What follows belongs to an exercise in optimizing a design on an open flow for small area and a short achievable clock period; a production flow would make more cautious choices.
RTL that was checked went through simulation tests only; none was proved equivalent to the original.
For runs 7 to 9, only the layout was checked, not whether the RTL still works.
No activity file was given, so power comes from the tool's default toggle rates.

--- flow/config.mk ---
export PLATFORM = sky130hd
export DESIGN_NAME = byte_fifo
export DESIGN_NICKNAME = byte_fifo
export VERILOG_FILES = /design/flow/design.v
export SDC_FILE = /design/flow/constraint.sdc
export NUM_CORES = 4
export LEC_CHECK = 0
export CAP_MARGIN = 20
export CORE_MARGIN = 2
export CORE_UTILIZATION = 30
export SETUP_SLACK_MARGIN = 2
export SLEW_MARGIN = 20
--- flow/constraint.sdc ---
create_clock -name core_clock -period 5.5 [get_ports {clk}]
set_input_delay 1.1000 -clock core_clock [delete_from_list [all_inputs] [get_ports {clk}]]
set_output_delay 1.1000 -clock core_clock [all_outputs]
set_load 0.01 [all_outputs]
--- flow/design.v ---
module byte_fifo
  (
   input              clk,
   input              rst_n,
   input              sync_rst,
   input              input_data_valid,
   input  [4:0]       num_bytes_taken_from_fifo,
   input  [127:0]     input_data,
   input  [4:0]       num_bytes_in,
   output             data_valid,
   output reg [5:0]   num_bytes,
   output [127:0]     data
   );
   reg [3:0]   rp;       
   reg [3:0]   wp;       
   reg [3:0]   rp_lo;    
   reg [3:0]   rp_hi;    
   reg [3:0]   wp_lo;    
   reg [3:0]   wp_hi;    
   reg [127:0] mem_a;    
   reg [127:0] mem_b;    
   wire [4:0] t   = num_bytes_taken_from_fifo;
   wire [4:0] nin = input_data_valid ? num_bytes_in : 5'd0;
   wire [6:0] left = {1'b0, num_bytes} - {2'b00, t};
   assign data_valid = (t != 5'd0) && !left[6];
   wire [5:0] cnt_keep = num_bytes + {1'b0, nin};
   wire [5:0] cnt_take = num_bytes + {1'b0, nin} - {1'b0, t};
   wire [4:0] rp_take  = {1'b0, rp} + t;    
   wire [3:0] rp_nxt = sync_rst ? 4'd0 : data_valid ? rp_take[3:0] : rp;
   wire [3:0] wp_nxt = sync_rst ? 4'd0 : wp + nin[3:0];
   function [3:0] onehot2;
      input [1:0] v;
      onehot2 = 4'b0001 << v;
   endfunction
   always @(posedge clk or negedge rst_n)
     if (~rst_n) begin
        num_bytes <= 6'd0;
        rp        <= 4'd0;
        wp        <= 4'd0;
        rp_lo     <= 4'b0001;
        rp_hi     <= 4'b0001;
        wp_lo     <= 4'b0001;
        wp_hi     <= 4'b0001;
     end else begin
        num_bytes <= sync_rst ? 6'd0 : data_valid ? cnt_take : cnt_keep;
        rp        <= rp_nxt;
        wp        <= wp_nxt;
        rp_lo     <= onehot2(rp_nxt[1:0]);
        rp_hi     <= onehot2(rp_nxt[3:2]);
        wp_lo     <= onehot2(wp_nxt[1:0]);
        wp_hi     <= onehot2(wp_nxt[3:2]);
     end
   wire [15:0] ge_rp, lt_wp, lt_re;
   genvar g, l, i;
   generate
      for (l = 0; l < 16; l = l + 1) begin : g_therm
         assign ge_rp[l] = (rp <= l);
         assign lt_wp[l] = (wp > l);
         assign lt_re[l] = (rp_take[3:0] > l);
      end
   endgenerate
   wire        wrap_w = (wp < rp);
   wire [15:0] extra  = wrap_w ? (ge_rp | lt_wp) : (ge_rp & lt_wp);
   wire [15:0] rd_int = rp_take[4] ? (ge_rp | lt_re) : (ge_rp & lt_re);
   wire [127:0] wr1, wr2;
   generate
      for (l = 0; l < 16; l = l + 1) begin : g_wrot
         wire [7:0] s1 [0:3];
         wire [7:0] s2 [0:3];
         for (i = 0; i < 4; i = i + 1) begin : g_way
            assign s1[i] = input_data[8*((l - i + 16) % 16) +: 8] & {8{wp_lo[i]}};
            assign s2[i] = wr1[8*((l - 4*i + 16) % 16) +: 8] & {8{wp_hi[i]}};
         end
         assign wr1[8*l +: 8] = s1[0] | s1[1] | s1[2] | s1[3];
         assign wr2[8*l +: 8] = s2[0] | s2[1] | s2[2] | s2[3];
      end
   endgenerate
   wire ge16 = num_bytes[5] | num_bytes[4];
   generate
      for (l = 0; l < 16; l = l + 1) begin : g_lane
         wire       empty = ~ge16 & ~extra[l];
         wire       full  = num_bytes[5] | (num_bytes[4] & extra[l]);
         wire       load  = data_valid & rd_int[l] | empty;
         wire [7:0] din   = wr2[8*l +: 8];
         always @(posedge clk) begin
            mem_a[8*l +: 8] <= (din & {8{load & ~full}})
                             | (mem_b[8*l +: 8] & {8{load & full}})
                             | (mem_a[8*l +: 8] & {8{~load}});
            if (load | ~full) mem_b[8*l +: 8] <= din;
         end
      end
   endgenerate
   wire [127:0] rd1, rd2;
   generate
      for (l = 0; l < 16; l = l + 1) begin : g_rrot
         wire [7:0] s1 [0:3];
         wire [7:0] s2 [0:3];
         for (i = 0; i < 4; i = i + 1) begin : g_way
            assign s1[i] = mem_a[8*((l + i) % 16) +: 8] & {8{rp_lo[i]}};
            assign s2[i] = rd1[8*((l + 4*i) % 16) +: 8] & {8{rp_hi[i]}};
         end
         assign rd1[8*l +: 8] = s1[0] | s1[1] | s1[2] | s1[3];
         assign rd2[8*l +: 8] = s2[0] | s2[1] | s2[2] | s2[3];
      end
   endgenerate
   assign data = rd2;
endmodule
--- flow/run.sh ---
#!/bin/bash
# synth_recipe.tcl (not shown) runs the flow's synth.tcl, then flattens the netlist and writes it again
# the make line also repeats each setting of config.mk as NAME=value (left out here)
make -C /OpenROAD-flow-scripts/flow DESIGN_CONFIG=/design/flow/config.mk WORK_HOME=/design/flow/orfs CLKGATE_MAP_FILE= SYNTH_SCRIPT=/design/flow/synth_recipe.tcl finish
==> results of run 1 <==
==> sequential cells by signal (all words and copies together), names as in the netlist <==
signal / flops
mem_b: 128
mem_a: 128
wp_lo: 4
num_bytes: 6
wp: 4
rp: 4
rp_lo: 4
rp_hi: 4
wp_hi: 4
==> power breakdown <==
part / internal [W] / switching (W) / leakage (nW)
combinational: 0.00614 / 0.00977 / 9.15
clock: 0.00107 / 0.000882 / 0.456
sequential: 0.00359 / 0.00183 / 2.80
total: 0.0108 / 0.0125 / 12.4
==> kinds of logic after synthesis <==
family          Yosys count
compound gates         1445
xor+xnor                 13
fa+ha+maj                46
buf+inv                 428
flops                   286
mux                      31
simple gates            774
==> metrics by stage <==
step	setup slack (ns)	hold WS (ns)	utilization [%]	instance area [µm²]
global placement	0.809	0.467	34.5	27600
global route	1.88	0.512	39.1	31400
CTS	1.73	0.489	37.2	29800
finish	1.92	0.488	39.1	31400
detailed placement	0.821	0.474	34.5	27600
floorplan	1.93	0.455	-	24200
==> metal layers <==
layer / GRT usage, % / share of wire (%) / up-vias
met5: 0 / 0.023 / -
met4: 10.5 / 4.9 / 4
met3: 5.30 / 11 / 253
met2: 38.4 / 42 / 1923
met1: 39.2 / 42 / 13700
li1: - / - / 12400
==> worst max-delay path, cell delays in order, from the launching register on <==
cell	delay (ns)
dfrtp_4	0.54
buf_8	0.18
buf_16	0.17
a22oi_2	0.20
nand2_2	0.13
buf_6	0.14
buf_4	0.12
a22oi_2	0.16
nand2_1	0.10
buf_6	0.14
==> area by class of cell <==
type	instances	area [µm²]
Clock inverter	19	156
Timing Repair Buffer	481	4560
Tap cell	1060	1330
Sequential cell	286	7230
Multi-Input combinational cell	2309	16800
Inverter	127	492
Clock buffer	33	751
Fill cell	8146	48800
==> how the worst max path moves through the flow <==
stage / from / endpoint / slack, ns / cells past startpoint
after CTS: num_bytes_taken_from_fifo[2] / data_valid / 1.73 / 9
after floorplan: num_bytes_taken_from_fifo[0] / mem_b[56] / 1.93 / 9
after global placement: num_bytes_taken_from_fifo[1] / data_valid / 0.81 / 9
after global routing: rp_lo[2] / data[108] / 1.88 / 9
final: rp_lo[2] / data[19] / 1.92 / 9
after detailed placement: num_bytes_taken_from_fifo[1] / data_valid / 0.82 / 9
==> timing repair <==
action / 4_1_cts / 5_1_grt
pin swaps: 82 / 129
setup buffers: 101 / 33
endpoints found under the setup margin: 387 / 358
gates resized for setup: 303 / 488
gates cloned: 4 / 11
==> cells in the final DEF (no fill, tap or decap), types with 39 or more instances in the layout <==
| master | instances |
|---|---|
| nor2_1 | 42 |
| nand2_1 | 485 |
| clkbuf_16 | 39 |
| a22oi_2 | 182 |
| a22oi_1 | 768 |
| clkbuf_2 | 65 |
| o211ai_1 | 93 |
| edfxtp_1 | 128 |
| inv_1 | 124 |
| dfxtp_1 | 128 |
| clkdlybuf4s50_1 | 141 |
| nand2_2 | 112 |
| o221ai_1 | 72 |
| buf_4 | 141 |
==> flow_summary.yaml, run 1 <==
clock_network:
  hold_buffers: 0
  cts_buffer_depth: 3
  tritoncts: "done"
  clock-root-buffer: "clkbuf_16"
  htree_num_levels: 1
  cts.sinks: 286
  clk_pin_slew_ns: 0.07
  insertion_delay_ns: 0.58
  cts_buffers: 28
min_path:
  hold_class: "reg2reg"
  min_from: "mem_b[57]"
  hold_depth: 2
  hold_end: "mem_a[57]"
floorplan:
  core.rowCount: 104
  die_area_mm2: 0.0828
  core-area_mm2: 0.0802
  ioPinCount: 277
  die_w_um: 288
  start_util_pct: 30.1
  die_h_um: 288
detailed_routing:
  drt-initial-drc-count: 4175
  firstDrtPassIters: 7
  vias: 28200
  routedWlPerCell_um: 27.6
  drc_errors: 0
  vias_per_cell: 6.55
  ant_nets: 0
  wirelength_um: 119000
final_layout:
  drive_gt1_share_pct: 22.9
  area_growth_pct: 29.9
  insertedDiodeCount: 0
  fin_nets: 3403
  layoutNonFillerInstCount: 4315
global_routing:
  grt_max_degree: 82
  overflow: 0
  grt_pass1_vias: 24200
  grt_pass1_wl_um: 169000
  antenna_found_initial: 2
  grt_usage_pct: 26.9
worst_setup_path:
  worstPathArrival_ns: 2.48
  r2r_slack_ns: 2.15
  start_kind: "flop"
  reg2reg_from: "wp_lo[2]"
  r2r-end: "mem_a[113]"
  rr_worst_depth: 7
  worstPathMaxFanout: 20
  path_class: "reg2out"
  crit_path_end_kind: "output pin"
  cp_data_required_time_ns: 4.40
logic_synthesis:
  yosysSeqAreaShare_pct: 29.7
  synthMuxAreaShare_pct: 1.29
  syn-num-nets: 3193
  synthAdderAreaFrac_pct: 2.35
  synthSimpleGateAreaFrac_pct: 13.5
  synth_commonest_cells: "a22oi_1, nand2_1, clkbuf_1, dfxtp_1, edfxtp_1"
  netlist_area_mm2: 0.0241
  synth_top_area_share_pct: 29.5
  ys_ff_latch: 286
  syn_inst: 3023
  synthTopCellsByArea: "a22oi_1, edfxtp_1, dfxtp_1"
  synth_most_common_cell: "a22oi_1"
  yosysWarnings: 1
  synth_largest_area_cell: "a22oi_1"
  synth-edff-count: 128
  synth_cell_types: 84
  avgSynthCellArea_um2: 7.99
  synth_top_family_by_area: "compound AO/OA/AOI/OAI gates"
  synth_compound_area_share_pct: 45.8
  ys_async_sr_fraction_pct: 10.5
  synthFlopType: "edfxtp_1"
  synth_xor_area_share_pct: 0.503
sta:
  period_share_pct: 65.1
  setup_viol: 0
  finalSetupTns_ns: 0
  hold_viol_final: 0
  post-route-min-period_ns: 3.58
  rsz0062_at_grt: "true"
  fmax_ghz: 0.279
  clock_skew_ns: 0.0183
  drv_slew: 0
  worst_pin_slew_ns: 1.17
  relSlewSlack_pct: 22.0
placed_design:
  port_buffers: 276
  gp_congestion: 0.989
  dp.cells: 4113
  hpwlAfterDp_um: 84200
run:
  drv_cap: 0
run_status:
  outcome: "finished clean"
power:
  ir_worst_vdd_v: 0.000403
  power_w: 0.0233
  power_leakage_nw: 12.4
  powerDensity_mw_per_mm2: 743
==> run 2, diff against run 1 <==
--- a/flow/config.mk
+++ b/flow/config.mk
@@ -8,5 +8,5 @@
 export CAP_MARGIN = 20
 export CORE_MARGIN = 2
 export CORE_UTILIZATION = 30
-export SETUP_SLACK_MARGIN = 2
+export SETUP_SLACK_MARGIN = 1.5
 export SLEW_MARGIN = 20
==> flow_summary.yaml, run 2 <==
floorplan:
  core.rowCount: 104
  core-area_mm2: 0.0802
  start_util_pct: 30.1
  die_area_mm2: 0.0828
  ioPinCount: 277
  die_h_um: 288
  die_w_um: 288
sta:
  post-route-min-period_ns: 3.93
  relSlewSlack_pct: 21.6
  clock_skew_ns: 0.0363
  fmax_ghz: 0.255
  rsz0062_at_grt: "false"
  whs_ns: 0.493
  drv_slew: 0
  worst_pin_slew_ns: 1.18
  setup_viol: 0
  period_share_pct: 71.4
  finalSetupTns_ns: 0
  hold_viol_final: 0
  setup_slack_ns: 1.57
worst_setup_path:
  rr_worst_depth: 7
  crit_end: "data[35]"
  cpPeakStageDelay_ns: 0.61
  crit_chain: "buf_4 > a22oi_1 > nand2_1 > a22oi_1 > nand2_1 > clkdlybuf4s50_1"
  reg2reg_from: "rp[2]"
  path_class: "reg2out"
  worstPathArrival_ns: 2.83
  worstPathMaxFanout: 28
  startpoint: "rp_lo[1]"
  path_depth: 6
  r2r-end: "mem_b[46]"
  cp_data_required_time_ns: 4.40
  crit_path_end_kind: "output pin"
  r2r_slack_ns: 1.74
  crit_slowest_cell: "dfrtp_4"
  cp_top_family: "buffers and inverters"
  start_kind: "flop"
  critPathBufInv: 2
final_layout:
  fin_nets: 3274
  seqCellArea_mm2: 0.00722
  insertedDiodeCount: 0
  multi_input_area_mm2: 0.0154
  layout_commonest_cell: "a22oi_1"
  area_growth_pct: 20.0
  reg_top3: "mem_a x128, mem_b x128, num_bytes x6"
  drive_gt1_share_pct: 6.21
  fillCellCount: 8335
  mostFrequentLayoutCells: "a22oi_1, nand2_1, clkdlybuf4s50_1"
  stdcell_area_mm2: 0.0290
clock_network:
  tritoncts: "done"
  clock-root-buffer: "clkbuf_16"
  cts.sinks: 286
  insertion_delay_ns: 0.59
  cts_buffer_depth: 3
  htree_num_levels: 1
  cts_buffers: 28
  hold_buffers: 0
  clk_pin_slew_ns: 0.06
detailed_routing:
  drt-initial-drc-count: 4242
  vias: 27100
  ant_nets: 0
  wirelength_um: 112000
  routedWlPerCell_um: 26.7
  drc_errors: 0
  firstDrtPassIters: 7
  vias_per_cell: 6.47
power:
  ir_worst_vdd_v: 0.000374
  power_leakage_nw: 11.4
  power_w: 0.0215
  powerDensity_mw_per_mm2: 744
run_status:
  outcome: "finished clean"
logic_synthesis:
  syn_inst: 3023
  synth_cell_types: 84
  ys_async_sr_fraction_pct: 10.5
  synthFlopType: "edfxtp_1"
  ys_ff_latch: 286
  syn-num-nets: 3193
  synth_top_area_share_pct: 29.5
  synth-edff-count: 128
  yosysWarnings: 1
  synth_largest_area_cell: "a22oi_1"
  netlist_area_mm2: 0.0241
  avgSynthCellArea_um2: 7.99
  synth_commonest_cells: "a22oi_1, nand2_1, clkbuf_1, dfxtp_1, edfxtp_1"
  synthTopCellsByArea: "a22oi_1, edfxtp_1, dfxtp_1"
  synth_most_common_cell: "a22oi_1"
  yosysSeqAreaShare_pct: 29.7
min_path:
  hold_class: "reg2reg"
global_routing:
  overflow: 0
  grt_max_degree: 120
  grt_usage_pct: 25.5
  grt_pass1_wl_um: 161000
  grt_pass1_vias: 23000
  antenna_found_initial: 1
placed_design:
  preCtsSetupSlack_ns: 0.498
  port_buffers: 276
  gp_congestion: 0.985
  placed_area_mm2: 0.0276
  hpwlAfterDp_um: 83800
run:
  drv_cap: 0
[run 2: cell counts after synthesis]
Identical to the previous run, type by type.
[run 2: what timing repair did]
action,in CTS,in global routing
pin swaps,1,1
buffers inserted,10,5
resized for setup,14,31
endpoints found under the setup margin,304,255
[run 2: final cells by class]
type	count	share of cell area, %
clock inverters	12	0.557
clock buffers	40	2.79
flip-flops and latches	286	24.9
inverters	127	1.65
multi-input cells	2309	53.3
well taps	1060	4.58
repair buffers	352	12.2
[run 2: worst min path at each step]
| stage | from | to | cells past startpoint | slack [ns] |
|---|---|---|---|---|
| final | mem_b[63] | mem_a[63] | 2 | 0.49 |
| after global routing | mem_b[63] | mem_a[63] | 2 | 0.51 |
| after CTS | mem_b[17] | mem_a[17] | 2 | 0.49 |
| after detailed placement | mem_b[63] | mem_a[63] | 2 | 0.47 |
| after global placement | mem_b[63] | mem_a[63] | 2 | 0.47 |
| after floorplan | mem_b[70] | mem_a[70] | 2 | 0.45 |
[run 2: cell families after synthesis]
logic type / after synthesis / synth area share [%]
buffers and inverters: 428 / 6.93
muxes: 31 / 1.29
xor gates and xnor gates: 13 / 0.503
DFF: 286 / 29.7
AOI/OAI and AO/OA: 1445 / 45.8
adders and majority gates: 46 / 2.35
and+or+nand+nor: 774 / 13.5
[run 2: stage by stage]
step                util [%]  instances
detailed placement      34.4       4118
CTS                     35.9       4180
floorplan                  -       3023
global placement        34.4       4118
global route            36.1       4186
finish                  36.1       4186
[run 2: worst min-delay path, stage by stage (launching register included)]
cell      delay, ns
edfxtp_1       0.32
nand4_1        0.07
o221ai_1       0.07
[run 2: power breakdown]
group          switching [W]  total, W  internal (W)
Clock               0.000868   0.00204       0.00117
Sequential           0.00181   0.00540       0.00359
Combinational        0.00869    0.0141       0.00542
[run 2: per-layer routing]
| metal | wire [µm] | global-route usage [%] | vias to the layer above |
|---|---|---|---|
| met1 | 49400 | 38.4 | 13000 |
| li1 | - | - | 12100 |
| met4 | 4540 | 8.99 | 2 |
| met3 | 11800 | 4.29 | 192 |
| met2 | 45800 | 36.0 | 1758 |
| met5 | 32 | 0 | - |
==> run 3, diff against run 2 <==
--- a/flow/config.mk
+++ b/flow/config.mk
@@ -8,5 +8,5 @@
 export CAP_MARGIN = 20
 export CORE_MARGIN = 2
 export CORE_UTILIZATION = 30
-export SETUP_SLACK_MARGIN = 1.5
+export SETUP_SLACK_MARGIN = 2.5
 export SLEW_MARGIN = 20
==> flow_summary.yaml, run 3 <==
worst_setup_path:
  crit_end: "data[94]"
  reg2reg_from: "rp[2]"
  rr_worst_depth: 11
  worstPathMaxFanout: 8
  r2r_slack_ns: 2.45
  cp_data_required_time_ns: 4.40
  path_class: "reg2out"
  start_kind: "flop"
  r2r-end: "mem_a[54]"
  startpoint: "rp_lo[0]"
  worstPathArrival_ns: 2.61
  crit_path_end_kind: "output pin"
clock_network:
  cts_buffer_depth: 3
  insertion_delay_ns: 0.59
  htree_num_levels: 1
  clk_pin_slew_ns: 0.06
  tritoncts: "done"
  cts.sinks: 286
  hold_buffers: 0
  cts_buffers: 29
  clock-root-buffer: "clkbuf_16"
floorplan:
  die_area_mm2: 0.0828
  core.rowCount: 104
  core-area_mm2: 0.0802
  start_util_pct: 30.1
  die_h_um: 288
  ioPinCount: 277
  die_w_um: 288
global_routing:
  overflow: 0
  grt_max_degree: 120
  grt_pass1_wl_um: 175000
  antenna_found_initial: 5
  grt_pass1_vias: 25400
  grt_usage_pct: 27.8
final_layout:
  mostFrequentLayoutCells: "a22oi_1, nand2_1, a22oi_2"
  layout_commonest_cell: "a22oi_1"
  fin_nets: 3554
  insertedDiodeCount: 0
  reg_top3: "mem_a x128, mem_b x128, num_bytes x6"
  drive_gt1_share_pct: 34.9
  stdcell_area_mm2: 0.0352
  fillCellCount: 7694
  area_growth_pct: 45.7
logic_synthesis:
  syn_inst: 3023
  synth_cell_types: 84
  synthTopCellsByArea: "a22oi_1, edfxtp_1, dfxtp_1"
  synth_top_family_by_area: "compound AO/OA/AOI/OAI gates"
  synth_commonest_cells: "a22oi_1, nand2_1, clkbuf_1, dfxtp_1, edfxtp_1"
  synth-edff-count: 128
  synthAdderAreaFrac_pct: 2.35
  synthSimpleGateAreaFrac_pct: 13.5
  yosysSeqAreaShare_pct: 29.7
  netlist_area_mm2: 0.0241
  yosysWarnings: 1
  syn-num-nets: 3193
  synthMuxAreaShare_pct: 1.29
  ys_async_sr_fraction_pct: 10.5
  synth_most_common_cell: "a22oi_1"
  ys_ff_latch: 286
  synth_xor_area_share_pct: 0.503
  synth_top_area_share_pct: 29.5
  avgSynthCellArea_um2: 7.99
  synthFlopType: "edfxtp_1"
  synth_largest_area_cell: "a22oi_1"
  synth_compound_area_share_pct: 45.8
sta:
  rsz0062_at_grt: "true"
  clock_skew_ns: 0.0248
  relSlewSlack_pct: 24.2
  post-route-min-period_ns: 3.71
  hold_viol_final: 0
  worst_pin_slew_ns: 1.14
  fmax_ghz: 0.269
  drv_slew: 0
  period_share_pct: 67.5
  finalSetupTns_ns: 0
  setup_viol: 0
placed_design:
  gp_congestion: 0.952
  placed_area_mm2: 0.0282
  hpwlAfterDp_um: 84400
  port_buffers: 276
run:
  drv_cap: 0
detailed_routing:
  routedWlPerCell_um: 28.8
  ant_nets: 0
  drc_errors: 0
  firstDrtPassIters: 7
  wirelength_um: 129000
  vias_per_cell: 6.73
  vias: 30100
  drt-initial-drc-count: 4566
power:
  power_leakage_nw: 13.7
  ir_worst_vdd_v: 0.000445
  power_w: 0.0273
  powerDensity_mw_per_mm2: 775
run_status:
  outcome: "finished clean"
min_path:
  hold_class: "reg2reg"
  hold_depth: 2
-- run 3: cell counts after synthesis --
Identical to the previous run, type by type.
-- run 3: where the power goes --
| part | total [W] | internal [W] | leakage [nW] | switching [W] |
|---|---|---|---|---|
| registers | 0.00553 | 0.00359 | 2.80 | 0.00194 |
| clock network | 0.00200 | 0.00112 | 0.443 | 0.000877 |
| logic | 0.0197 | 0.00826 | 10.5 | 0.0115 |
-- run 3: timing repair --
action / 4_1_cts / 5_1_grt
cloned: 20 / 18
gates resized for setup: 781 / 544
setup buffers: 162 / 100
setup endpoints to repair: 405 / 390
pin swaps: 229 / 298
-- run 3: area by class of cell --
class	instances	area [µm²]	share of cell area, %
multi-input combinational	2314	18500	52.6
sequential	286	7230	20.5
timing repair buffer	626	6680	19.0
tap	1060	1330	3.77
clock buffer	45	816	2.32
inverter	127	497	1.41
clock inverter	9	113	0.320
-- run 3: kinds of logic (layout without fill, tap and decap cells) --
group / Yosys count / count (layout)
AO/OA/AOI/OAI: 1445 / 1447
AND/OR/NAND/NOR: 774 / 774
buffers and inverters: 428 / 807
flip-flops: 286 / 286
adder cells (fa/ha/maj): 46 / 49
multiplexers: 31 / 31
XOR/XNOR: 13 / 13
-- run 3: routing by layer --
layer,track usage (%),wire [µm],part of all wire [%],vias up
met3,5.52,15800,12,457
met5,0.349,145,0.11,-
met4,11.6,7680,6.0,10
li1,-,-,-,12700
met2,40.1,53300,41,2326
met1,39.9,51600,40,14600
-- run 3: critical path, cell delays in order, from the launching register on --
cell and delay [ns]:
dfstp_4 0.74, buf_12 0.22, buf_12 0.14, buf_16 0.12
a22oi_2 0.08, nand2_2 0.17, buf_4 0.15, buf_6 0.09
a22oi_2 0.06, nand2_1 0.11, buf_2 0.14
-- run 3: how the worst min path moves through the flow --
| stage | startpoint | endpoint |
|---|---|---|
| 2_1_floorplan | mem_b[70] | mem_a[70] |
| 3_3_place_gp | mem_b[70] | mem_a[70] |
| 3_5_place_dp | mem_b[56] | mem_a[56] |
| 4_1_cts | mem_b[17] | mem_a[17] |
| 5_1_grt | mem_b[60] | mem_a[60] |
| 6_report | mem_b[70] | mem_a[70] |
-- run 3: stage by stage --
step	instances	hold WS, ns	setup WS (ns)	util [%]
after global routing	4467	0.524	1.74	43.9
after floorplan	3023	0.455	2.05	-
after global placement	4113	0.465	0.857	35.2
after detailed placement	4113	0.472	0.817	35.2
final	4467	0.486	1.79	43.9
after CTS	4349	0.489	1.85	40.0
==> run 4, diff against run 3 <==
--- a/flow/config.mk
+++ b/flow/config.mk
@@ -8,5 +8,6 @@
 export CAP_MARGIN = 20
 export CORE_MARGIN = 2
 export CORE_UTILIZATION = 30
-export SETUP_SLACK_MARGIN = 2.5
+export CTS_BUF_LIST = sky130_fd_sc_hd__clkbuf_8
+export SETUP_SLACK_MARGIN = 2
 export SLEW_MARGIN = 20
==> flow_summary.yaml, run 4 <==
final_layout:
  fin_nets: 3434
  reg_top3: "mem_a x128, mem_b x128, num_bytes x6"
  layoutNonFillerInstCount: 4362
  layout_commonest_cell: "a22oi_1"
  area_growth_pct: 28.9
  mostFrequentLayoutCells: "a22oi_1, nand2_1, buf_4"
  fillCellCount: 8182
  seqCellArea_mm2: 0.00723
  multi_input_area_mm2: 0.0165
  drive_gt1_share_pct: 21.1
sta:
  worst_pin_slew_ns: 1.14
  period_share_pct: 65.9
  finalSetupTns_ns: 0
  relSlewSlack_pct: 24.0
  drv_slew: 0
  whs_ns: 0.479
  fmax_ghz: 0.276
  hold_viol_final: 0
  post-route-min-period_ns: 3.62
  rsz0062_at_grt: "true"
  clock_skew_ns: 0.0430
  setup_viol: 0
logic_synthesis:
  yosysSeqAreaShare_pct: 29.7
  synth_largest_area_cell: "a22oi_1"
  avgSynthCellArea_um2: 7.99
  syn-num-nets: 3193
  synthTopCellsByArea: "a22oi_1, edfxtp_1, dfxtp_1"
  synthSimpleGateAreaFrac_pct: 13.5
  synth_cell_types: 84
  netlist_area_mm2: 0.0241
  synthFlopType: "edfxtp_1"
  synth_top_area_share_pct: 29.5
  syn_inst: 3023
  synth_top_family_by_area: "compound AO/OA/AOI/OAI gates"
  synth-edff-count: 128
  synth_most_common_cell: "a22oi_1"
  yosysWarnings: 1
  synth_commonest_cells: "a22oi_1, nand2_1, clkbuf_1, dfxtp_1, edfxtp_1"
  synth_compound_area_share_pct: 45.8
  synth_xor_area_share_pct: 0.503
  synthMuxAreaShare_pct: 1.29
  synthAdderAreaFrac_pct: 2.35
  ys_ff_latch: 286
  ys_async_sr_fraction_pct: 10.5
run:
  drv_cap: 0
clock_network:
  cts_buffer_depth: 3
  htree_num_levels: 2
  clk_pin_slew_ns: 0.07
  tritoncts: "done"
  insertion_delay_ns: 0.62
  clock-root-buffer: "clkbuf_8"
  cts.sinks: 286
  cts_buffers: 45
floorplan:
  core.rowCount: 104
  die_w_um: 288
  core-area_mm2: 0.0802
  die_h_um: 288
  start_util_pct: 30.1
  ioPinCount: 277
  die_area_mm2: 0.0828
global_routing:
  grt_pass1_wl_um: 170000
  antenna_found_initial: 4
  grt_usage_pct: 27.1
  overflow: 0
  grt_pass1_vias: 24500
  grt_max_degree: 82
worst_setup_path:
  path_class: "reg2out"
  worstPathArrival_ns: 2.52
  start_kind: "flop"
  cp_data_required_time_ns: 4.40
  worstPathMaxFanout: 25
  crit_path_end_kind: "output pin"
placed_design:
  port_buffers: 276
  hpwlAfterDp_um: 84200
  gp_congestion: 0.989
  dp.cells: 4113
detailed_routing:
  ant_nets: 0
  drt-initial-drc-count: 4178
  drc_errors: 0
  firstDrtPassIters: 9
  vias: 28100
  vias_per_cell: 6.45
  wirelength_um: 119000
  routedWlPerCell_um: 27.2
power:
  power_leakage_nw: 12.6
  ir_worst_vdd_v: 0.000397
  powerDensity_mw_per_mm2: 740
min_path:
  hold_class: "reg2reg"
run_status:
  outcome: "finished clean"
-- run 4: per-layer routing --
layer / global-route usage, % / wire length, µm
met5: 0 / 27
met4: 10.0 / 5590
met3: 5.98 / 13500
met2: 39.1 / 49600
met1: 39.0 / 49900
-- run 4: path summary, 6_finish.rpt --
path / startpoint / to / slack, ns / depth (start not counted)
worst max-delay path: rp_lo[1] / data[13] / 1.88 / 7
worst min-delay path: mem_b[60] / mem_a[60] / 0.48 / 2
worst max register to register: wp_lo[0] / mem_a[115] / 2.09 / 7
worst min register to register: mem_b[60] / mem_a[60] / 0.48 / 2
max in group asynchronous: rst_n / rp_lo[3] / 4.25 / 2
min in group asynchronous: rst_n / num_bytes[1] / 0.91 / 2
-- run 4: area by class of cell --
| cell class | count | share of cell area, % |
|---|---|---|
| multi-input cells | 2309 | 53.1 |
| flip-flops and latches | 286 | 23.2 |
| repair buffers | 495 | 15.0 |
| well taps | 1060 | 4.26 |
| clock buffers | 54 | 2.39 |
| inverters | 127 | 1.58 |
| clock inverters | 30 | 0.462 |
| diodes | 1 | 0.00804 |
-- run 4: cells by family (layout without fill, tap and decap cells) --
group	count (synthesis)	after routing
other cells	0	1
simple gates	774	774
fa+ha+maj	46	46
compound gates	1445	1445
mux	31	31
flops	286	286
xor+xnor	13	13
buf+inv	428	706
-- run 4: report_power, final --
part           switching, W  total, W  internal, W
registers           0.00182   0.00541      0.00359
logic               0.00964    0.0158      0.00618
clock network      0.000890   0.00179     0.000900
total                0.0123    0.0230       0.0107
-- run 4: per-stage QoR --
stage          worst slack, ns  cell area [µm²]  utilization (%)  total power (W)
6_report                  1.88            31100             38.8           0.0230
5_1_grt                   1.80            31100             38.8           0.0242
4_1_cts                   1.74            29900             37.3           0.0215
3_5_place_dp             0.821            27600             34.5           0.0188
3_3_place_gp             0.809            27600             34.5           0.0187
2_1_floorplan             1.93            24200                -           0.0130
-- run 4: repair_timing --
item,CTS,global route
resized for setup,368,337
hold buffers,0,0
setup endpoints to repair,384,346
pin swaps,100,110
setup buffers,117,33
gates cloned,5,7
-- run 4: critical path, stage by stage (launching register included) --
cell and delay, ns:
dfrtp_4 0.60, buf_16 0.22, a22oi_1 0.16, nand2_1 0.14, buf_4 0.16, a22oi_1 0.17, nand2_1 0.13, dlygate4sd2_1 0.32
==> run 5, diff against run 4 <==
==> flow/flow/run.sh (new file) <==
#!/bin/bash
# Standard layout, with plain buf_1 cells as the port buffers.
set -euo pipefail
bash standard.sh "BUFFER_PORTS_ARGS=-buffer_cell sky130_fd_sc_hd__buf_1" finish > standard.log 2>&1
==> flow/standard.sh (new file) <==
#!/bin/bash
# synth_recipe.tcl (not shown) runs the flow's synth.tcl, then flattens the netlist and writes it again
# the make line also repeats each setting of config.mk as NAME=value (left out here)
make -C /OpenROAD-flow-scripts/flow DESIGN_CONFIG=/design/flow/config.mk WORK_HOME=/design/flow/orfs CLKGATE_MAP_FILE= SYNTH_SCRIPT=/design/flow/synth_recipe.tcl "${@:-finish}"
--- a/flow/config.mk
+++ b/flow/config.mk
@@ -8,6 +8,5 @@
 export CAP_MARGIN = 20
 export CORE_MARGIN = 2
 export CORE_UTILIZATION = 30
-export CTS_BUF_LIST = sky130_fd_sc_hd__clkbuf_8
-export SETUP_SLACK_MARGIN = 2
+export SETUP_SLACK_MARGIN = 2.25
 export SLEW_MARGIN = 20
removed: flow/run.sh
==> flow_summary.yaml, run 5 <==
run_status:
  outcome: "finished clean"
detailed_routing:
  wirelength_um: 122000
  firstDrtPassIters: 9
  drt-initial-drc-count: 4708
  ant_nets: 0
  met2WireLength_um: 49700
  top_layer: "met5"
  vias: 28500
  met1_length_um: 49400
  route.met3.wl_um: 15600
  routedWlPerCell_um: 28.7
  drc_errors: 0
  vias_per_cell: 6.68
power:
  power_leakage_nw: 12.0
  p_clk_share_pct: 8.9
  intPower_w: 0.0112
  pwr-share-comb_pct: 68.1
  ir_worst_vdd_v: 0.000360
  seqPwrFrac_pct: 23.0
  p_sw_share_pct: 54.4
  p_sw_w: 0.0133
  powerDensity_mw_per_mm2: 769
clock_network:
  htree_num_levels: 1
  insertion_delay_ns: 0.58
  cts_buffers: 29
  tritoncts: "done"
  clk_pin_slew_ns: 0.07
  cts_buffer_depth: 3
  clock-root-buffer: "clkbuf_16"
  cts.sinks: 286
global_routing:
  grt_usage_pct: 27.6
  grt_pass1_wl_um: 173000
  antenna_found_initial: 3
  grt_max_degree: 83
  overflow: 0
  grt_pass1_vias: 25000
worst_setup_path:
  cp_data_required_time_ns: 4.40
  cp_top_family: "flip-flops"
  critPathBufInv: 3
  crit_chain: "buf_12 > buf_6 > a22oi_1 > nand2_2 > a22oi_1 > nand2_1 > buf_2"
  worstPathMaxFanout: 6
  cpPeakStageDelay_ns: 0.52
  crit_slowest_cell: "dfrtp_4"
  crit_path_end_kind: "output pin"
  start_kind: "flop"
  crit_top_cell: "a22oi_1"
  path_class: "reg2out"
  worstPathArrival_ns: 2.40
logic_synthesis:
  synth_most_common_cell: "a22oi_1"
  synthTopCellsByArea: "a22oi_1, edfxtp_1, dfxtp_1"
  syn_inst: 3023
  ys_async_sr_fraction_pct: 10.5
  yosysSeqAreaShare_pct: 29.7
  synth_commonest_cells: "a22oi_1, nand2_1, clkbuf_1, dfxtp_1, edfxtp_1"
  yosysWarnings: 1
  ys_ff_latch: 286
  netlist_area_mm2: 0.0241
  synth_top_area_share_pct: 29.5
  synth-edff-count: 128
  syn-num-nets: 3193
  synth_largest_area_cell: "a22oi_1"
  synth_cell_types: 84
  synthFlopType: "edfxtp_1"
  avgSynthCellArea_um2: 7.99
sta:
  drv_slew: 0
  post-route-min-period_ns: 3.50
  setup_viol: 0
  rsz0062_at_grt: "true"
  finalSetupTns_ns: 0
  fmax_ghz: 0.285
  clock_skew_ns: 0.0171
  worst_pin_slew_ns: 1.22
  period_share_pct: 63.7
  hold_viol_final: 0
  relSlewSlack_pct: 18.4
  whs_ns: 0.487
floorplan:
  die_area_mm2: 0.0828
  core-area_mm2: 0.0802
  ioPinCount: 277
  die_h_um: 288
  core.rowCount: 104
  die_w_um: 288
  start_util_pct: 30.1
placed_design:
  port_buffers: 276
  gp_congestion: 0.982
  hpwlAfterDp_um: 83600
final_layout:
  drive_gt1_share_pct: 30.6
  layout_commonest_cell: "a22oi_1"
  fillCellCount: 7986
  fin_nets: 3355
  area_growth_pct: 32.3
  mostFrequentLayoutCells: "a22oi_1, nand2_1, a22oi_2"
  reg_top3: "mem_a x128, mem_b x128, num_bytes x6"
run:
  drv_cap: 0
min_path:
  hold_class: "reg2reg"
## run 5: cell counts after synthesis
Identical to the previous run, type by type.
## run 5: tightest hold or removal path: stages, from the launching register on
cell,delay [ns]
edfxtp_1,0.32
nand4_1,0.06
o221ai_1,0.07
## run 5: cells by family after synthesis
logic type	after synthesis	synth area share (%)
compound gates	1445	45.8
xor+xnor	13	0.503
fa+ha+maj	46	2.35
buf+inv	428	6.93
flops	286	29.7
mux	31	1.29
simple gates	774	13.5
## run 5: power groups by stage
stage	Combinational [W]	Clock, W	Sequential (W)
6_report	0.0167	0.00219	0.00564
5_1_grt	0.0176	0.00228	0.00566
4_1_cts	0.0150	0.00220	0.00540
3_5_place_dp	0.0121	0	0.00563
3_3_place_gp	0.0120	0	0.00561
2_1_floorplan	0.00919	0	0.00415
## run 5: path summary, 6_finish.rpt
kind                       depth (start not counted)  startpoint    endpoint  slack (ns)
max                                                7    rp_lo[2]    data[10]        2.00
min                                                2   mem_b[57]   mem_a[57]        0.49
max reg2reg                                        6    wp_lo[2]  mem_b[123]        2.32
min reg2reg                                        2   mem_b[57]   mem_a[57]        0.49
max in group asynchronous                          1       rst_n    rp_hi[3]        4.26
min in group asynchronous                          1       rst_n    wp_lo[3]        0.62
## run 5: routing by layer
layer,global-route usage [%],up-vias
li1,-,12300
met1,39.4,13600
met2,39.5,2170
met3,6.11,397
met4,12.2,2
met5,0,-
## run 5: what timing repair did
item	in CTS	in global routing
gates resized for setup	555	266
cloned	26	5
hold buffers	0	0
setup buffers	52	21
endpoints found under the setup margin	357	275
pin swaps	337	183
## run 5: stage by stage
step                utilization, %  instance area, µm²  std cells  total power [W]  worst slack, ns
floorplan                        -               24600       3023           0.0133             2.05
global placement              32.6               26100       4108           0.0176             1.34
detailed placement            32.6               26100       4109           0.0177             1.31
CTS                           38.0               30500       4241           0.0226             2.06
global route                  39.9               31900       4268           0.0256             1.93
finish                        39.9               32000       4269           0.0246             2.00
## run 5: cell type report
| cell class | instances | area, µm² | area share [%] |
|---|---|---|---|
| multi-input combinational | 2312 | 18200 | 57.0 |
| sequential | 286 | 7230 | 22.6 |
| timing repair buffer | 429 | 3630 | 11.4 |
| tap | 1060 | 1330 | 4.15 |
| clock buffer | 35 | 778 | 2.44 |
| inverter | 127 | 497 | 1.55 |
| clock inverter | 19 | 275 | 0.862 |
| antenna | 1 | 2.50 | 0.00783 |
==> run 6, diff against run 5 <==
--- a/flow/config.mk
+++ b/flow/config.mk
@@ -8,5 +8,5 @@
 export CAP_MARGIN = 20
 export CORE_MARGIN = 2
 export CORE_UTILIZATION = 30
-export SETUP_SLACK_MARGIN = 2.25
+export SETUP_SLACK_MARGIN = 2
 export SLEW_MARGIN = 20
==> flow_summary.yaml, run 6 <==
placed_design:
  dp.cells: 4111
  port_buffers: 276
  gp_congestion: 1.05
  hpwlAfterDp_um: 83000
run:
  drv_cap: 0
sta:
  clock_skew_ns: 0.0365
  post-route-min-period_ns: 3.49
  fmax_ghz: 0.286
  drv_slew: 0
  setup_viol: 0
  rsz0062_at_grt: "true"
  hold_viol_final: 0
  period_share_pct: 63.5
  worst_pin_slew_ns: 1.37
  whs_ns: 0.481
  finalSetupTns_ns: 0
  relSlewSlack_pct: 8.78
logic_synthesis:
  synth_top_area_share_pct: 29.5
  yosysSeqAreaShare_pct: 29.7
  syn-num-nets: 3193
  netlist_area_mm2: 0.0241
  avgSynthCellArea_um2: 7.99
  yosysWarnings: 1
  synth_largest_area_cell: "a22oi_1"
  synth-edff-count: 128
  synthTopCellsByArea: "a22oi_1, edfxtp_1, dfxtp_1"
  synthFlopType: "edfxtp_1"
  synth_commonest_cells: "a22oi_1, nand2_1, clkbuf_1, dfxtp_1, edfxtp_1"
  ys_ff_latch: 286
  synth_cell_types: 84
  synth_most_common_cell: "a22oi_1"
  syn_inst: 3023
  ys_async_sr_fraction_pct: 10.5
clock_network:
  clock-root-buffer: "clkbuf_16"
  insertion_delay_ns: 0.60
  cts.sinks: 286
  cts_buffers: 29
  clk_pin_slew_ns: 0.07
  hold_buffers: 0
  htree_num_levels: 1
  tritoncts: "done"
  cts_buffer_depth: 3
power:
  ir_worst_vdd_v: 0.000492
  powerDensity_mw_per_mm2: 751
  power_w: 0.0207
  power_leakage_nw: 10.7
global_routing:
  grt_usage_pct: 26.1
  grt_max_degree: 120
  antenna_found_initial: 3
  grt_pass1_vias: 23400
  overflow: 0
  grt_pass1_wl_um: 164000
floorplan:
  core.rowCount: 104
  die_w_um: 288
  ioPinCount: 277
  die_h_um: 288
  start_util_pct: 30.1
  core-area_mm2: 0.0802
  die_area_mm2: 0.0828
detailed_routing:
  drt-initial-drc-count: 4657
  wirelength_um: 115000
  ant_nets: 0
  drc_errors: 0
  vias: 27500
  vias_per_cell: 6.55
  firstDrtPassIters: 12
  routedWlPerCell_um: 27.3
final_layout:
  reg_top3: "mem_a x128, mem_b x128, num_bytes x6"
  seqCellArea_mm2: 0.00723
  multi_input_area_mm2: 0.0156
  fillCellCount: 8471
  layout_commonest_cell: "a22oi_1"
  drive_gt1_share_pct: 7.84
  fin_nets: 3283
  layoutNonFillerInstCount: 4198
  mostFrequentLayoutCells: "a22oi_1, nand2_1, buf_1"
  area_growth_pct: 14.2
worst_setup_path:
  reg2reg_from: "wp_lo[2]"
  worstPathMaxFanout: 4
  r2r-end: "mem_a[114]"
  path_class: "reg2out"
  worstPathArrival_ns: 2.39
  start_kind: "flop"
  startpoint: "rp_lo[0]"
  crit_path_end_kind: "output pin"
  r2r_slack_ns: 2.16
  cp_data_required_time_ns: 4.40
  rr_worst_depth: 7
run_status:
  outcome: "finished clean"
min_path:
  hold_end: "mem_a[123]"
  min_from: "mem_b[123]"
  hold_depth: 2
  hold_class: "reg2reg"
run 6: timing repair:
item / CTS / global route
endpoints found under the setup margin: 265 / 279
setup buffers: 19 / 10
pin swaps: 1 / 0
cloned: 0 / 1
resized for setup: 21 / 50
run 6: cell families after synthesis:
family,Yosys count,synth area share [%]
flops,286,29.7
compound gates,1445,45.8
xor+xnor,13,0.503
fa+ha+maj,46,2.35
mux,31,1.29
buf+inv,428,6.93
simple gates,774,13.5
run 6: cell type report:
| cell class | count | area share (%) |
|---|---|---|
| inverter | 127 | 1.75 |
| sequential | 286 | 26.2 |
| clock inverter | 13 | 0.522 |
| multi-input combinational | 2309 | 56.5 |
| antenna | 2 | 0.0181 |
| clock buffer | 41 | 2.98 |
| timing repair buffer | 360 | 7.18 |
| tap | 1060 | 4.81 |
run 6: per-layer routing:
metal  track usage (%)  up-vias  part of all wire [%]  wire [µm]
li1                  -    12100                     -          -
met1              38.7    13200                    42      48500
met5                 0        -                 0.024         27
met2              36.5     1991                    41      46600
met3              5.88      206                    13      14700
met4              9.37        4                   4.4       5030
run 6: per-stage QoR:
stage	utilization (%)	instance area, µm²	worst slack (ns)
finish	34.4	27600	2.01
global route	34.4	27600	1.97
CTS	34.0	27200	2.00
detailed placement	32.3	25900	1.26
global placement	32.3	25900	1.34
floorplan	-	24200	1.93
run 6: critical path: stages (launching register included):
cell and delay, ns:
dfstp_4 0.65, buf_4 0.20, buf_4 0.18, a22oi_1 0.09, nand2_1 0.21, a22oi_1 0.12, nand2_1 0.16, buf_1 0.20
run 6: worst max-delay path by stage:
stage	to	depth (start not counted)
floorplan	mem_b[56]	9
global placement	mem_a[3]	11
detailed placement	mem_b[87]	10
CTS	data[113]	6
global route	mem_b[81]	11
finish	data[12]	7
run 6: report_power, final:
part           total [W]  internal [W]  leakage, nW  switching [W]
combinational     0.0133       0.00436         7.44        0.00895
clock            0.00205       0.00115        0.475       0.000901
sequential       0.00534       0.00359         2.80        0.00175
==> run 7, diff against run 6 <==
--- a/flow/design.v
+++ b/flow/design.v
@@ -50,18 +50,29 @@
         wp_lo     <= onehot2(wp_nxt[1:0]);
         wp_hi     <= onehot2(wp_nxt[3:2]);
      end
-   wire [15:0] ge_rp, lt_wp, lt_re;
+   wire [15:0] ge_rp, lt_wp, lt_t;
    genvar g, l, i;
    generate
       for (l = 0; l < 16; l = l + 1) begin : g_therm
          assign ge_rp[l] = (rp <= l);
          assign lt_wp[l] = (wp > l);
-         assign lt_re[l] = (rp_take[3:0] > l);
+         assign lt_t[l]  = (t > l);
       end
    endgenerate
    wire        wrap_w = (wp < rp);
    wire [15:0] extra  = wrap_w ? (ge_rp | lt_wp) : (ge_rp & lt_wp);
-   wire [15:0] rd_int = rp_take[4] ? (ge_rp | lt_re) : (ge_rp & lt_re);
+   wire [15:0] rd_q, rd_int;
+   generate
+      for (l = 0; l < 16; l = l + 1) begin : g_rdrot
+         wire [3:0] s1, s2;
+         for (i = 0; i < 4; i = i + 1) begin : g_way
+            assign s1[i] = lt_t[(l - i + 16) % 16] & rp_lo[i];
+            assign s2[i] = rd_q[(l - 4*i + 16) % 16] & rp_hi[i];
+         end
+         assign rd_q[l]   = |s1;
+         assign rd_int[l] = |s2;
+      end
+   endgenerate
    wire [127:0] wr1, wr2;
    generate
       for (l = 0; l < 16; l = l + 1) begin : g_wrot
==> flow_summary.yaml, run 7 <==
logic_synthesis:
  syn-num-nets: 3187
  syn_inst: 3018
  ys_async_sr_fraction_pct: 10.5
  synth_commonest_cells: "a22oi_1, nand2_1, clkbuf_1, dfxtp_1, edfxtp_1"
  synth_cell_types: 100
  netlist_area_mm2: 0.0243
  synth_most_common_cell: "a22oi_1"
  synthFlopType: "edfxtp_1"
  synth-edff-count: 128
  avgSynthCellArea_um2: 8.05
  synthTopCellsByArea: "a22oi_1, edfxtp_1, dfxtp_1"
  yosysWarnings: 1
  synth_top_area_share_pct: 32.0
  ys_ff_latch: 286
  yosysSeqAreaShare_pct: 29.5
  synth_largest_area_cell: "a22oi_1"
placed_design:
  gp_congestion: 0.958
  hpwlAfterDp_um: 81700
  placed_area_mm2: 0.0256
  port_buffers: 276
  dp.cells: 4082
floorplan:
  core-area_mm2: 0.0804
  core.rowCount: 104
  start_util_pct: 30.2
  die_h_um: 289
  ioPinCount: 277
  die_w_um: 289
  die_area_mm2: 0.0833
run_status:
  outcome: "finished clean"
sta:
  setup_viol: 0
  whs_ns: 0.464
  hold_viol_final: 0
  post-route-min-period_ns: 3.48
  finalSetupTns_ns: 0
  fmax_ghz: 0.287
  relSlewSlack_pct: 31.7
  drv_slew: 0
  clock_skew_ns: 0.0132
  period_share_pct: 63.3
  rsz0062_at_grt: "true"
  worst_pin_slew_ns: 1.02
worst_setup_path:
  start_kind: "input pin"
  cp_data_required_time_ns: 4.40
  critPathBufInv: 4
  worstPathArrival_ns: 2.38
  path_class: "in2out"
  startpoint: "num_bytes_taken_from_fifo[0]"
  worstPathMaxFanout: 19
  crit_slowest_cell: "buf_4"
  cp_top_family: "buffers and inverters"
  crit_path_end_kind: "output pin"
  reg2reg_from: "rp[2]"
  cpPeakStageDelay_ns: 0.29
  crit_chain: "buf_1 > buf_4 > nand2b_1 > a211oi_1 > o21a_2 > or2_4 > inv_16 > buf_6"
global_routing:
  antenna_found_initial: 9
  grt_pass1_wl_um: 158000
  grt_usage_pct: 25.0
  grt_pass1_vias: 22700
  grt_max_degree: 96
  overflow: 0
clock_network:
  cts.sinks: 286
  cts_buffers: 27
  cts_buffer_depth: 3
  hold_buffers: 0
  clk_pin_slew_ns: 0.07
  htree_num_levels: 1
  insertion_delay_ns: 0.58
  clock-root-buffer: "clkbuf_16"
  tritoncts: "done"
detailed_routing:
  firstDrtPassIters: 8
  routedWlPerCell_um: 26.8
  drt-initial-drc-count: 5023
  drc_errors: 0
  vias_per_cell: 6.62
  vias: 27600
  ant_nets: 0
  wirelength_um: 112000
final_layout:
  layoutNonFillerInstCount: 4174
  fillCellCount: 8430
  drive_gt1_share_pct: 8.54
  reg_top3: "mem_a x128, mem_b x128, num_bytes x6"
  stdcell_area_mm2: 0.0275
  area_growth_pct: 13.2
  seqCellArea_mm2: 0.00722
  mostFrequentLayoutCells: "a22oi_1, nand2_1, buf_1"
  multi_input_area_mm2: 0.0158
  fin_nets: 3261
  layout_commonest_cell: "a22oi_1"
min_path:
  hold_class: "reg2reg"
  min_from: "mem_b[127]"
power:
  ir_worst_vdd_v: 0.000322
  powerDensity_mw_per_mm2: 682
  power_leakage_nw: 10.4
run:
  drv_cap: 0
run 7: cells by family after synthesis:
group | synth area share, %
mux | 1.37
fa+ha+maj | 1.68
buf+inv | 6.46
xor+xnor | 0.504
flops | 29.5
compound gates | 45.0
simple gates | 15.5
run 7: area by class of cell:
| class | count | area share [%] |
|---|---|---|
| inverter | 39 | 0.618 |
| clock inverter | 13 | 0.777 |
| timing repair buffer | 354 | 7.34 |
| multi-input combinational | 2383 | 57.4 |
| sequential | 286 | 26.2 |
| tap | 1060 | 4.82 |
| timing repair inverter | 1 | 0.0318 |
| antenna | 1 | 0.00909 |
| clock buffer | 37 | 2.78 |
run 7: routing by layer:
layer	global-route usage [%]	up-vias	routed length, µm
met5	0	-	70
met1	39.5	13200	48300
li1	-	12100	-
met2	34.3	2163	44800
met3	4.74	144	16200
met4	5.10	10	2530
run 7: timing repair:
action | in CTS | in global routing
setup buffers | 22 | 15
pin swaps | 3 | 8
resized for setup | 41 | 47
gates cloned | 3 | 1
setup endpoints to repair | 176 | 255
run 7: through the flow:
stage | setup slack, ns | total power (W) | utilization [%]
3_5_place_dp | 1.34 | 0.0156 | 31.9
3_3_place_gp | 1.36 | 0.0155 | 31.9
4_1_cts | 1.99 | 0.0180 | 33.7
6_report | 2.02 | 0.0188 | 34.2
5_1_grt | 1.96 | 0.0197 | 34.2
2_1_floorplan | 1.69 | 0.0119 | -
run 7: final timing paths:
| path | slack [ns] | to | cells after the start |
|---|---|---|---|
| worst max register to register | 2.03 | mem_a[88] | 9 |
| worst min-delay path | 0.46 | mem_a[127] | 1 |
| worst min register to register | 0.46 | mem_a[127] | 1 |
| min in group asynchronous | 0.59 | num_bytes[5] | 1 |
| max in group asynchronous | 4.31 | wp_lo[2] | 1 |
| worst max-delay path | 2.02 | data_valid | 8 |
run 7: power breakdown:
part | switching (W) | leakage (nW) | internal, W | total (W)
sequential | 0.00165 | 2.80 | 0.00350 | 0.00515
clock | 0.000850 | 0.476 | 0.00122 | 0.00207
combinational | 0.00766 | 7.16 | 0.00390 | 0.0116
==> run 8, diff against run 7 <==
--- a/flow/design.v
+++ b/flow/design.v
@@ -37,8 +37,8 @@
         num_bytes <= 6'd0;
         rp        <= 4'd0;
         wp        <= 4'd0;
-        rp_lo     <= 4'b0001;
-        rp_hi     <= 4'b0001;
+        rp_lo     <= 4'b0000;    
+        rp_hi     <= 4'b0000;
         wp_lo     <= 4'b0001;
         wp_hi     <= 4'b0001;
      end else begin
==> flow_summary.yaml, run 8 <==
clock_network:
  hold_buffers: 0
  cts.sinks: 286
  tritoncts: "done"
  cts_buffer_depth: 3
  htree_num_levels: 1
  clock-root-buffer: "clkbuf_16"
  cts_buffers: 28
  insertion_delay_ns: 0.59
  clk_pin_slew_ns: 0.06
final_layout:
  insertedDiodeCount: 0
  drive_gt1_share_pct: 9.17
  area_growth_pct: 13.3
  layout_commonest_cell: "a22oi_1"
  reg_top3: "mem_a x128, mem_b x128, num_bytes x6"
  mostFrequentLayoutCells: "a22oi_1, nand2_1, buf_1"
  fin_nets: 3276
worst_setup_path:
  start_kind: "input pin"
  cp_data_required_time_ns: 4.40
  path_class: "in2out"
  cpPeakStageDelay_ns: 0.30
  r2r_slack_ns: 2.14
  worstPathArrival_ns: 2.49
  worstPathMaxFanout: 4
  cp_top_family: "buffers and inverters"
  crit_chain: "buf_1 > buf_8 > inv_1 > ha_1 > o211ai_1 > o21a_2 > or2_4 > clkinv_16 > clkbuf_2"
  crit_slowest_cell: "or2_4"
  critPathBufInv: 5
  crit_path_end_kind: "output pin"
power:
  pwr-share-comb_pct: 62.1
  p_sw_share_pct: 54.4
  seqPwrFrac_pct: 27.5
  p_sw_w: 0.0101
  intPower_w: 0.00850
  power_leakage_nw: 10.4
  p_clk_share_pct: 10.4
  ir_worst_vdd_v: 0.000309
  powerDensity_mw_per_mm2: 677
sta:
  hold_viol_final: 0
  rsz0062_at_grt: "true"
  fmax_ghz: 0.278
  drv_slew: 0
  whs_ns: 0.463
  setup_viol: 0
  relSlewSlack_pct: 28.4
  worst_pin_slew_ns: 1.07
  period_share_pct: 65.3
  finalSetupTns_ns: 0
  clock_skew_ns: 0.0264
  post-route-min-period_ns: 3.59
logic_synthesis:
  synthTopCellsByArea: "a22oi_1, edfxtp_1, dfxtp_1"
  netlist_area_mm2: 0.0243
  ys_ff_latch: 286
  syn_inst: 3018
  synth_largest_area_cell: "a22oi_1"
  avgSynthCellArea_um2: 8.05
  synth-edff-count: 128
  synth_most_common_cell: "a22oi_1"
  synth_commonest_cells: "a22oi_1, nand2_1, clkbuf_1, dfxtp_1, edfxtp_1"
  yosysWarnings: 1
  yosysSeqAreaShare_pct: 29.5
  syn-num-nets: 3187
  synth_cell_types: 100
  synth_top_area_share_pct: 32.0
  synthFlopType: "edfxtp_1"
  ys_async_sr_fraction_pct: 10.5
global_routing:
  grt_pass1_wl_um: 154000
  overflow: 0
  grt_pass1_vias: 22400
  grt_usage_pct: 24.3
  grt_max_degree: 105
  antenna_found_initial: 7
detailed_routing:
  firstDrtPassIters: 9
  wirelength_um: 109000
  routedWlPerCell_um: 26.0
  drc_errors: 0
  drt-initial-drc-count: 4369
  ant_nets: 0
  vias_per_cell: 6.48
  vias: 27100
floorplan:
  start_util_pct: 30.2
  core-area_mm2: 0.0804
  die_h_um: 289
  die_area_mm2: 0.0833
  die_w_um: 289
  ioPinCount: 277
  core.rowCount: 104
run:
  drv_cap: 0
placed_design:
  hpwlAfterDp_um: 79500
  port_buffers: 276
  gp_congestion: 0.952
min_path:
  hold_class: "reg2reg"
run_status:
  outcome: "finished clean"
run 8: changes by cell type after synthesis:
cell     change
dfrtp_1      +2
dfstp_2      -2
run 8: path summary, 6_finish.rpt:
kind	end	cells after the start	from
min reg2reg	mem_a[20]	1	mem_b[20]
max reg2reg	mem_a[87]	8	rp[1]
max in group asynchronous	wp_hi[2]	1	rst_n
max	data_valid	9	num_bytes_taken_from_fifo[3]
min	mem_a[20]	1	mem_b[20]
min in group asynchronous	num_bytes[1]	1	rst_n
run 8: per-stage QoR:
step	cells	util (%)	instance area [µm²]	power, W	setup WS [ns]
after CTS	4148	33.4	26900	0.0178	1.71
after floorplan	3018	-	24400	0.0119	1.69
after global routing	4189	34.2	27500	0.0197	1.82
final	4189	34.2	27500	0.0186	1.91
after global placement	4079	31.8	25600	0.0154	1.18
after detailed placement	4079	31.8	25600	0.0156	1.10
run 8: timing repair:
item | 4_1_cts | 5_1_grt
cloned | 0 | 3
resized for setup | 31 | 57
setup endpoints to repair | 215 | 218
setup buffers | 17 | 38
pin swaps | 1 | 6
run 8: routing by layer:
layer | GRT usage [%] | vias to the layer above | part of all wire, %
li1 | - | 12100 | -
met1 | 38.8 | 13000 | 44
met2 | 32.9 | 1878 | 40
met3 | 5.29 | 90 | 14
met4 | 3.78 | 2 | 1.7
met5 | 0 | - | 0.011
run 8: cell families after synthesis:
| family | Yosys count | share of synthesized area (%) |
|---|---|---|
| xor gates and xnor gates | 14 | 0.504 |
| muxes | 31 | 1.37 |
| and+or+nand+nor | 873 | 15.5 |
| buffers and inverters | 349 | 6.47 |
| adders and majority gates | 31 | 1.68 |
| DFF | 286 | 29.5 |
| AOI/OAI and AO/OA | 1434 | 45.0 |
run 8: power by group through the flow:
stage / clock network [W] / registers, W / logic, W
3_3_place_gp: 0 / 0.00528 / 0.0101
2_1_floorplan: 0 / 0.00405 / 0.00782
5_1_grt: 0.00201 / 0.00516 / 0.0125
6_report: 0.00193 / 0.00512 / 0.0116
4_1_cts: 0.00194 / 0.00504 / 0.0108
3_5_place_dp: 0 / 0.00529 / 0.0103
run 8: cell type report:
class,count,area [µm²]
clock buffer,39,762
clock inverter,13,143
fill,8472,52900
inverter,39,180
multi-input combinational,2383,15800
sequential,286,7220
tap,1060,1330
timing repair buffer,368,2090
timing repair inverter,1,11.3
==> run 9, diff against run 8 <==
--- a/flow/config.mk
+++ b/flow/config.mk
@@ -7,6 +7,6 @@
 export LEC_CHECK = 0
 export CAP_MARGIN = 20
 export CORE_MARGIN = 2
-export CORE_UTILIZATION = 30
+export CORE_UTILIZATION = 50
 export SETUP_SLACK_MARGIN = 2
 export SLEW_MARGIN = 20
==> flow_summary.yaml, run 9 <==
worst_setup_path:
  worstPathMaxFanout: 11
  crit_top_cell: "buf_2"
  path_class: "in2out"
  cpPeakStageDelay_ns: 0.30
  start_kind: "input pin"
  crit_slowest_cell: "or2_4"
  critPathBufInv: 5
  cp_data_required_time_ns: 4.40
  cp_top_family: "buffers and inverters"
  crit_chain: "buf_2 > buf_12 > clkinvlp_4 > ha_4 > a211oi_1 > o21a_2 > or2_4 > inv_16 > buf_2"
  worstPathArrival_ns: 2.55
  crit_path_end_kind: "output pin"
final_layout:
  fillCellCount: 4403
  fin_nets: 3264
  mostFrequentLayoutCells: "a22oi_1, nand2_1, buf_1"
  stdcell_area_mm2: 0.0270
  layout_commonest_cell: "a22oi_1"
  area_growth_pct: 10.9
  layoutNonFillerInstCount: 3737
  drive_gt1_share_pct: 8.56
  reg_top3: "mem_a x128, mem_b x128, num_bytes x6"
run:
  drv_cap: 0
logic_synthesis:
  yosysWarnings: 1
  ys_async_sr_fraction_pct: 10.5
  synth_most_common_cell: "a22oi_1"
  ys_ff_latch: 286
  synth_top_area_share_pct: 32.0
  synthFlopType: "edfxtp_1"
  synth_commonest_cells: "a22oi_1, nand2_1, clkbuf_1, dfxtp_1, edfxtp_1"
  yosysSeqAreaShare_pct: 29.5
  synthTopCellsByArea: "a22oi_1, edfxtp_1, dfxtp_1"
  syn-num-nets: 3187
  synth_largest_area_cell: "a22oi_1"
  netlist_area_mm2: 0.0243
  synth_cell_types: 100
  syn_inst: 3018
  synth-edff-count: 128
  avgSynthCellArea_um2: 8.05
placed_design:
  dp.cells: 3632
  gp_congestion: 0.990
  placed_area_mm2: 0.0250
  hpwlAfterDp_um: 80500
  port_buffers: 276
power:
  pwr-share-comb_pct: 62.1
  powerDensity_mw_per_mm2: 701
  p_clk_share_pct: 11.1
  ir_worst_vdd_v: 0.000346
  p_sw_share_pct: 54.0
  power_leakage_nw: 10.5
  p_sw_w: 0.0102
  seqPwrFrac_pct: 26.9
  intPower_w: 0.00869
clock_network:
  clock-root-buffer: "clkbuf_16"
  insertion_delay_ns: 0.58
  clk_pin_slew_ns: 0.06
  htree_num_levels: 1
  tritoncts: "done"
  cts_buffers: 31
  cts.sinks: 286
  cts_buffer_depth: 3
global_routing:
  grt_max_degree: 129
  grt_pass1_vias: 23900
  grt_usage_pct: 41.4
  antenna_found_initial: 2
  grt_pass1_wl_um: 159000
  overflow: 0
floorplan:
  core-area_mm2: 0.0478
  die_h_um: 224
  core.rowCount: 80
  die_w_um: 224
  die_area_mm2: 0.0504
  start_util_pct: 50.8
  ioPinCount: 277
detailed_routing:
  vias_per_cell: 7.39
  drt-initial-drc-count: 5082
  firstDrtPassIters: 8
  ant_nets: 0
  wirelength_um: 109000
  drc_errors: 0
  routedWlPerCell_um: 29.3
  vias: 27600
sta:
  clock_skew_ns: 0.0143
  rsz0062_at_grt: "true"
  worst_pin_slew_ns: 1.00
  period_share_pct: 66.3
  drv_slew: 0
  post-route-min-period_ns: 3.65
  hold_viol_final: 0
  fmax_ghz: 0.274
  setup_viol: 0
  relSlewSlack_pct: 33.3
  finalSetupTns_ns: 0
run_status:
  outcome: "finished clean"
min_path:
  hold_class: "reg2reg"
## run 9: cell counts after synthesis
Identical to the previous run, type by type.
## run 9: worst reg2reg max path, delay by kind of cell (launching register included)
family	cells	cell delay (ns)
AND/OR/NAND/NOR	4	0.95
adder cells (fa/ha/maj)	2	0.81
flip-flops	1	0.71
AO/OA/AOI/OAI	2	0.64
buffers and inverters	1	0.19
## run 9: through the flow
| step | worst slack, ns | util (%) | total power, W | hold WS, ns |
|---|---|---|---|---|
| floorplan | 1.69 | - | 0.0119 | 0.441 |
| global placement | 1.10 | 52.3 | 0.0153 | 0.449 |
| detailed placement | 1.01 | 52.3 | 0.0156 | 0.454 |
| CTS | 1.79 | 55.4 | 0.0181 | 0.463 |
| global route | 1.81 | 56.4 | 0.0198 | 0.479 |
| finish | 1.85 | 56.4 | 0.0189 | 0.461 |
## run 9: final timing paths
path | from | endpoint | slack [ns] | cells past startpoint
setup / recovery | num_bytes_taken_from_fifo[1] | data_valid | 1.85 | 9
hold / removal | mem_b[9] | mem_a[9] | 0.46 | 1
setup reg to reg | rp[2] | mem_a[63] | 2.07 | 9
hold reg to reg | mem_b[9] | mem_a[9] | 0.46 | 1
max in group asynchronous | rst_n | rp_hi[0] | 4.31 | 1
min in group asynchronous | rst_n | wp_lo[2] | 0.60 | 1
## run 9: what timing repair did
action | 4_1_cts | 5_1_grt
cloned | 2 | 0
pin swaps | 3 | 5
hold buffers | 0 | 0
setup endpoints to repair | 238 | 263
resized for setup | 36 | 45
setup buffers | 18 | 24
## run 9: power by group through the flow
stage	registers (W)	logic (W)	clock network, W
3_5_place_dp	0.00527	0.0104	0
5_1_grt	0.00511	0.0125	0.00219
4_1_cts	0.00503	0.0109	0.00210
2_1_floorplan	0.00405	0.00782	0
3_3_place_gp	0.00523	0.0101	0
6_report	0.00508	0.0117	0.00209
## run 9: layout make-up
| cell class | instances | area [µm²] | share of cell area, % |
|---|---|---|---|
| antenna | 2 | 5.00 | 0.0186 |
| clock buffer | 48 | 880 | 3.26 |
| clock inverter | 10 | 134 | 0.496 |
| inverter | 39 | 174 | 0.645 |
| multi-input combinational | 2383 | 15700 | 58.4 |
| sequential | 286 | 7220 | 26.8 |
| tap | 615 | 769 | 2.85 |
| timing repair buffer | 353 | 2030 | 7.52 |
| timing repair inverter | 1 | 8.76 | 0.0325 |
## run 9: logic make-up after synthesis
family,share of synthesized area (%)
flops,29.5
simple gates,15.5
mux,1.37
fa+ha+maj,1.68
buf+inv,6.47
xor+xnor,0.504
compound gates,45.0
## run 9: metal layers
metal	global-route usage [%]	vias to the layer above	part of all wire, %
li1	-	12100	-
met1	57.9	13300	40
met2	59.6	1960	42
met3	7.72	264	11
met4	24.1	0	7.0
met5	0	-	0

-- port drivers added, routing unchanged --
The results above use ideal ports. As a check the final layouts listed here were re-extracted and re-timed, cells and wires unchanged. Step 1 (the two cells are an assumption about what drives the block):
set clk [get_ports {clk}]
set_driving_cell -lib_cell sky130_fd_sc_hd__clkbuf_16 $clk
set_driving_cell -lib_cell sky130_fd_sc_hd__buf_2 [delete_from_list [all_inputs] $clk]
Step 2 times the ports against the registers' clock, not the clock port: input delays grow and output delays shrink by t, the midpoint of the rising clock arrivals with the driver on. Three values: ideal ports, drivers, drivers and shift; two values: the first two.
| run | shift t [ns] | slack for setup (ns) | pins driven straight from the clock port |
|---|---|---|---|
| run 1 | 0.626 | 1.920 / 1.859 / 1.537 | 1 |
| run 2 | 0.638 | 1.574 / 1.511 / 1.312 | 1 |
| run 3 | 0.636 | 1.786 / 1.725 / 1.798 | 1 |
| run 4 | 0.651 | 1.876 / 1.820 / 1.545 | 1 |
| run 5 | 0.630 | 1.995 / 1.937 / 1.677 | 1 |
| run 6 | 0.639 | 2.007 / 1.950 / 1.479 | 1 |
| run 7 | 0.631 | 2.020 / 1.985 / 1.506 | 1 |
| run 8 | 0.641 | 1.909 / 1.876 / 1.510 | 1 |
| run 9 | 0.632 | 1.854 / 1.831 / 1.529 | 1 |
After both steps setup and hold are still met in every run listed. For run 6, which loses most, drivers alone change the setup slack by -0.057 ns; drivers and shift together by -0.528 ns.
